From an optimization exercise on the open Yosys and OpenROAD flow, aimed at small area; shortcuts taken in it are not production practice. Only simulation tests tie the RTL to the original design; equivalence was not proved.

==> flow/design.v (excerpt) <==
module PHASEMETER_V4#
(
    parameter AXIS_TDATA_WIDTH = 32,
    parameter integer GUESS = 340161410
)
(
    input clk,
    input rst,
    input en,
    input [AXIS_TDATA_WIDTH-1:0]        S_AXIS_SOURCE_tdata,
    input                               S_AXIS_SOURCE_tvalid,
    input [AXIS_TDATA_WIDTH-1:0]        S_AXIS_PARAM_tdata,  
    input                               S_AXIS_PARAM_tvalid,
    input [AXIS_TDATA_WIDTH-1:0]        S_AXIS_GUESS_tdata,  
    input                               S_AXIS_GUESS_tvalid,
    output wire [AXIS_TDATA_WIDTH-1:0]  M_AXIS_REF_tdata,
    output wire                         M_AXIS_REF_tvalid,
    output wire [AXIS_TDATA_WIDTH-1:0]  M_AXIS_QUAD_tdata,
    output wire                         M_AXIS_QUAD_tvalid,
    output wire [AXIS_TDATA_WIDTH-1:0]  M_AXIS_MIX_tdata,
    output wire                         M_AXIS_MIX_tvalid,
    output wire [AXIS_TDATA_WIDTH-1:0]  M_AXIS_LPF_tdata,  
    output wire                         M_AXIS_LPF_tvalid,
    output wire [AXIS_TDATA_WIDTH-1:0]  M_AXIS_PI_tdata,  
    output wire                         M_AXIS_PI_tvalid,
    output wire [AXIS_TDATA_WIDTH-1:0]  M_AXIS_PE_tdata,  
    output wire                         M_AXIS_PE_tvalid);
==> flow/config.mk <==
export PLATFORM = sky130hd
export DESIGN_NAME = PHASEMETER_V4
export DESIGN_NICKNAME = PHASEMETER_V4
export VERILOG_FILES = /design/flow/design.v
export SDC_FILE = /design/flow/constraint.sdc
export NUM_CORES = 4
export LEC_CHECK = 0
export ABC_AREA = 1
export CAP_MARGIN = 20
export CORE_MARGIN = 2
export CORE_UTILIZATION = 65
export PLACE_DENSITY = 0.75
export SLEW_MARGIN = 20
export SYNTH_MEMORY_MAX_BITS = 32768
==> flow/constraint.sdc <==
create_clock -name core_clock -period 10.0 [get_ports {clk}]
set_input_delay 2.0000 -clock core_clock [delete_from_list [all_inputs] [get_ports {clk}]]
set_output_delay 2.0000 -clock core_clock [all_outputs]
set_load 0.01 [all_outputs]
standard.sh (not shown) runs the stock make flow with config.mk's settings and CLKGATE_MAP_FILE= SYNTH_SCRIPT=/design/flow/synth_recipe.tcl, a recipe that flattens the netlist after the stock synthesis.
==> flow/flow/run.sh <==
#!/bin/bash
# Standard layout (standard.sh, the standard flow's own ORFS run) with these settings given
# to ORFS through its environment:
# - port buffers are the smallest buffer, sky130_fd_sc_hd__buf_1 (every input
#   and output port still gets one);
# - the constant outputs share the tie cells synthesis made (one tie-high,
#   one tie-low) instead of one tie cell per port;
# - clock tree synthesis clusters up to 25 sinks per leaf buffer within 60 um
#   and inserts no dummy loads.
set -euo pipefail
export BUFFER_PORTS_ARGS="-buffer_cell sky130_fd_sc_hd__buf_1"
export SKIP_REPAIR_TIE_FANOUT=1
export CTS_ARGS="-sink_clustering_enable -repair_clock_nets -dont_use_dummy_load -sink_clustering_size 25 -sink_clustering_max_diameter 60"
bash standard.sh > flow_make.log 2>&1
Rerun with:
CORE_UTILIZATION = 72   (was 65)
PLACE_DENSITY = 0.82   (was 0.75)
=> The changed run finished with timing, DRC and antenna clean; routed wire length increases by 6.0%; design area decreases by 0.40%; clock skew climbs by 0.017 ns.
Rerun with:
--- a/flow/flow/run.sh
+++ b/flow/flow/run.sh
@@ -8 +8 @@
-# - clock tree synthesis clusters up to 25 sinks per leaf buffer within 60 um
+# - clock tree synthesis clusters up to 30 sinks per leaf buffer within 80 um
@@ -13 +13 @@
-export CTS_ARGS="-sink_clustering_enable -repair_clock_nets -dont_use_dummy_load -sink_clustering_size 25 -sink_clustering_max_diameter 60"
+export CTS_ARGS="-sink_clustering_enable -repair_clock_nets -dont_use_dummy_load -sink_clustering_size 30 -sink_clustering_max_diameter 80"
CORE_UTILIZATION = 78   (was 72)
PLACE_DENSITY = 0.86   (was 0.82)
This time the run died in 5_1_grt with GRT-0232.
Synthesized area stays the same.
Synthesized cell count stays the same.
Rerun with:
==> flow/flow/run.sh (replaced) <==
#!/bin/bash
# Standard layout (standard.sh, the standard flow's own ORFS run) with two settings given
# to ORFS through its environment:
# - port buffers are the smallest buffer, sky130_fd_sc_hd__buf_1 (every input
#   and output port still gets one);
# - clock tree synthesis clusters up to 25 sinks per leaf buffer within 60 um
#   and inserts no dummy loads.
set -euo pipefail
export BUFFER_PORTS_ARGS="-buffer_cell sky130_fd_sc_hd__buf_1"
export CTS_ARGS="-sink_clustering_enable -repair_clock_nets -dont_use_dummy_load -sink_clustering_size 25 -sink_clustering_max_diameter 60"
bash standard.sh > flow_make.log 2>&1
CORE_UTILIZATION = 65   (was 78)
PLACE_DENSITY = 0.75   (was 0.86)
Outcome: With this change the flow went through all stages and came out clean. Synthesized cell count is unchanged. Synthesized area is unchanged.
Rerun with:
==> flow/flow/run.sh (replaced) <==
#!/bin/bash
# Standard layout (standard.sh, the standard flow's own ORFS run) with these settings given
# to ORFS through its environment:
# - port buffers are the smallest buffer, sky130_fd_sc_hd__buf_1 (every input
#   and output port still gets one);
# - the constant outputs share the tie cells synthesis made (one tie-high,
#   one tie-low) instead of one tie cell per port;
# - clock tree synthesis clusters up to 30 sinks per leaf buffer within 60 um
#   and inserts no dummy loads.
set -euo pipefail
export BUFFER_PORTS_ARGS="-buffer_cell sky130_fd_sc_hd__buf_1"
export SKIP_REPAIR_TIE_FANOUT=1
export CTS_ARGS="-sink_clustering_enable -repair_clock_nets -dont_use_dummy_load -sink_clustering_size 30 -sink_clustering_max_diameter 60"
bash standard.sh > flow_make.log 2>&1
=>
- The new run finished with timing, DRC and antenna clean
- via count fell by 0.45%
- setup slack degrades by 0.011 ns
- first-iteration DRC count fell by 10%

---

Setup of cedar:
PHASEMETER_V4, a different RTL version from the one above (not shown whole).
Size: roughly 530 flip-flops, roughly 300 I/O pins, ~35000 sq um of cells after synthesis.
## PHASEMETER_V4
module PHASEMETER_V4#
(
    parameter AXIS_TDATA_WIDTH = 32,
    parameter integer GUESS = 340161410
)
(
    input clk,
    input rst,
    input en,
    input [AXIS_TDATA_WIDTH-1:0]        S_AXIS_SOURCE_tdata,
    input                               S_AXIS_SOURCE_tvalid,
    input [AXIS_TDATA_WIDTH-1:0]        S_AXIS_PARAM_tdata,  
    input                               S_AXIS_PARAM_tvalid,
    input [AXIS_TDATA_WIDTH-1:0]        S_AXIS_GUESS_tdata,  
    input                               S_AXIS_GUESS_tvalid,
    output wire [AXIS_TDATA_WIDTH-1:0]  M_AXIS_REF_tdata,
    output wire                         M_AXIS_REF_tvalid,
    output wire [AXIS_TDATA_WIDTH-1:0]  M_AXIS_QUAD_tdata,
    output wire                         M_AXIS_QUAD_tvalid,
    output wire [AXIS_TDATA_WIDTH-1:0]  M_AXIS_MIX_tdata,
    output wire                         M_AXIS_MIX_tvalid,
    output wire [AXIS_TDATA_WIDTH-1:0]  M_AXIS_LPF_tdata,  
    output wire                         M_AXIS_LPF_tvalid,
    output wire [AXIS_TDATA_WIDTH-1:0]  M_AXIS_PI_tdata,  
    output wire                         M_AXIS_PI_tvalid,
    output wire [AXIS_TDATA_WIDTH-1:0]  M_AXIS_PE_tdata,  
    output wire                         M_AXIS_PE_tvalid);
    localparam [31:0] guess = GUESS;
    assign M_AXIS_REF_tvalid = 1'b1;
    assign M_AXIS_QUAD_tvalid = 1'b1;
    assign M_AXIS_MIX_tvalid = 1'b1;
    assign M_AXIS_LPF_tvalid = 1'b1;
    assign M_AXIS_PI_tvalid = 1'b1;
    assign M_AXIS_PE_tvalid = 1'b1;
    reg [4:0] cnt;
    reg first;
    always @ (posedge clk or posedge rst) begin
        if(rst) begin
            cnt <= 5'd31;
            first <= 1'b1;
        end
        else begin
            cnt <= cnt + 5'd1;
            first <= 1'b0;
        end
    end
    wire strobe = (cnt == 5'd31) & ~first;
    reg [31:0] phase_word;
    wire [13:0] NCO_sine;
    wire [12:0] sin_mag, cos_mag;
    wire sin_neg, cos_neg;
    NCO_V4 refGen (.clk(clk), .rst(rst), .FREQ_WORD(phase_word), .SINE_WAVE(NCO_sine),
        .SIN_MAG(sin_mag), .SIN_NEG(sin_neg), .COS_MAG(cos_mag), .COS_NEG(cos_neg));
    reg [13:0] source;
  ...
==> flow/config.mk <==
export PLATFORM = sky130hd
export DESIGN_NAME = PHASEMETER_V4
export DESIGN_NICKNAME = PHASEMETER_V4
export VERILOG_FILES = /design/flow/design.v
export SDC_FILE = /design/flow/constraint.sdc
export NUM_CORES = 4
export LEC_CHECK = 0
export ABC_AREA = 1
export CAP_MARGIN = 20
export CORE_MARGIN = 2
export CORE_UTILIZATION = 65
export PLACE_DENSITY = 0.75
export SLEW_MARGIN = 20
export SYNTH_MEMORY_MAX_BITS = 32768
==> flow/constraint.sdc <==
create_clock -name core_clock -period 10.0 [get_ports {clk}]
set_input_delay 2.0000 -clock core_clock [delete_from_list [all_inputs] [get_ports {clk}]]
set_output_delay 2.0000 -clock core_clock [all_outputs]
set_load 0.01 [all_outputs]
==> flow/flow/run.sh <==
#!/bin/bash
# Standard layout (standard.sh, the standard flow's own ORFS run) with two settings given
# to ORFS through its environment:
# - port buffers are the smallest buffer, sky130_fd_sc_hd__buf_1 (every input
#   and output port still gets one);
# - clock tree synthesis clusters up to 25 sinks per leaf buffer within 60 um
#   and inserts no dummy loads.
set -euo pipefail
export BUFFER_PORTS_ARGS="-buffer_cell sky130_fd_sc_hd__buf_1"
export CTS_ARGS="-sink_clustering_enable -repair_clock_nets -dont_use_dummy_load -sink_clustering_size 25 -sink_clustering_max_diameter 60"
bash standard.sh > flow_make.log 2>&1
Setup changes, cedar to fjord
Settings: putting CTS_CLUSTER_SIZE at 25 where nothing was set; putting CTS_CLUSTER_DIAMETER at 60 where nothing was set.
==> flow/run.sh (new file) <==
#!/bin/bash
# synth_recipe.tcl (not shown) runs the flow's synth.tcl, then flattens the netlist and writes it again
# the make line also repeats each setting of config.mk as NAME=value (left out here)
make -C /OpenROAD-flow-scripts/flow DESIGN_CONFIG=/design/flow/config.mk WORK_HOME=/design/flow/orfs CLKGATE_MAP_FILE= SYNTH_SCRIPT=/design/flow/synth_recipe.tcl finish
removed: flow/flow/run.sh
removed: flow/standard.sh
Findings:
Comparing achievable clock frequency for cedar and fjord, the smaller number came from fjord.
The run with more setup slack is cedar; fjord has less.
In the flow results for cedar and fjord, the relative area of clock buffers and inverters in the final design is larger on fjord.
Utilization cedar -> fjord: up
[compare] base=cedar new=fjord: first-iteration DRC count moved up.

[separate check: timing with driven ports]
The flow's constraints put no driver on any port. The routed layouts listed below were extracted and timed again, unchanged, in two steps.
Step 1 assumes that a clkbuf_16 drives the clock port and a buf_2 every other input.
Step 2 times the ports against the registers' clock, not the clock port: input delays grow and output delays shrink by t, the midpoint of the rising clock arrivals with the driver on.
a / b / c = ideal / step 1 / step 2; a / b = the first two.
| run | shift t [ns] | setup WS [ns] | worst setup path at the end | pins driven straight from the clock port |
|---|---|---|---|---|
| the first run of note 1 | 0.603 | 0.483 / 0.483 / 0.483 | register to register | 1 |
| the second run of note 1 | 0.598 | 0.459 / 0.459 / 0.459 | register to register | 1 |
| the fourth run of note 1 | 0.597 | 0.508 / 0.508 / 0.508 | register to register | 1 |
| the fifth run of note 1 | 0.603 | 0.497 / 0.497 / 0.497 | register to register | 1 |
| cedar | 0.584 | 0.522 / 0.522 / 0.522 | register to register | 1 |
| fjord | 0.625 | 0.311 / 0.311 / 0.311 | register to register | 1 |
After both steps setup and hold are still met in every run listed.
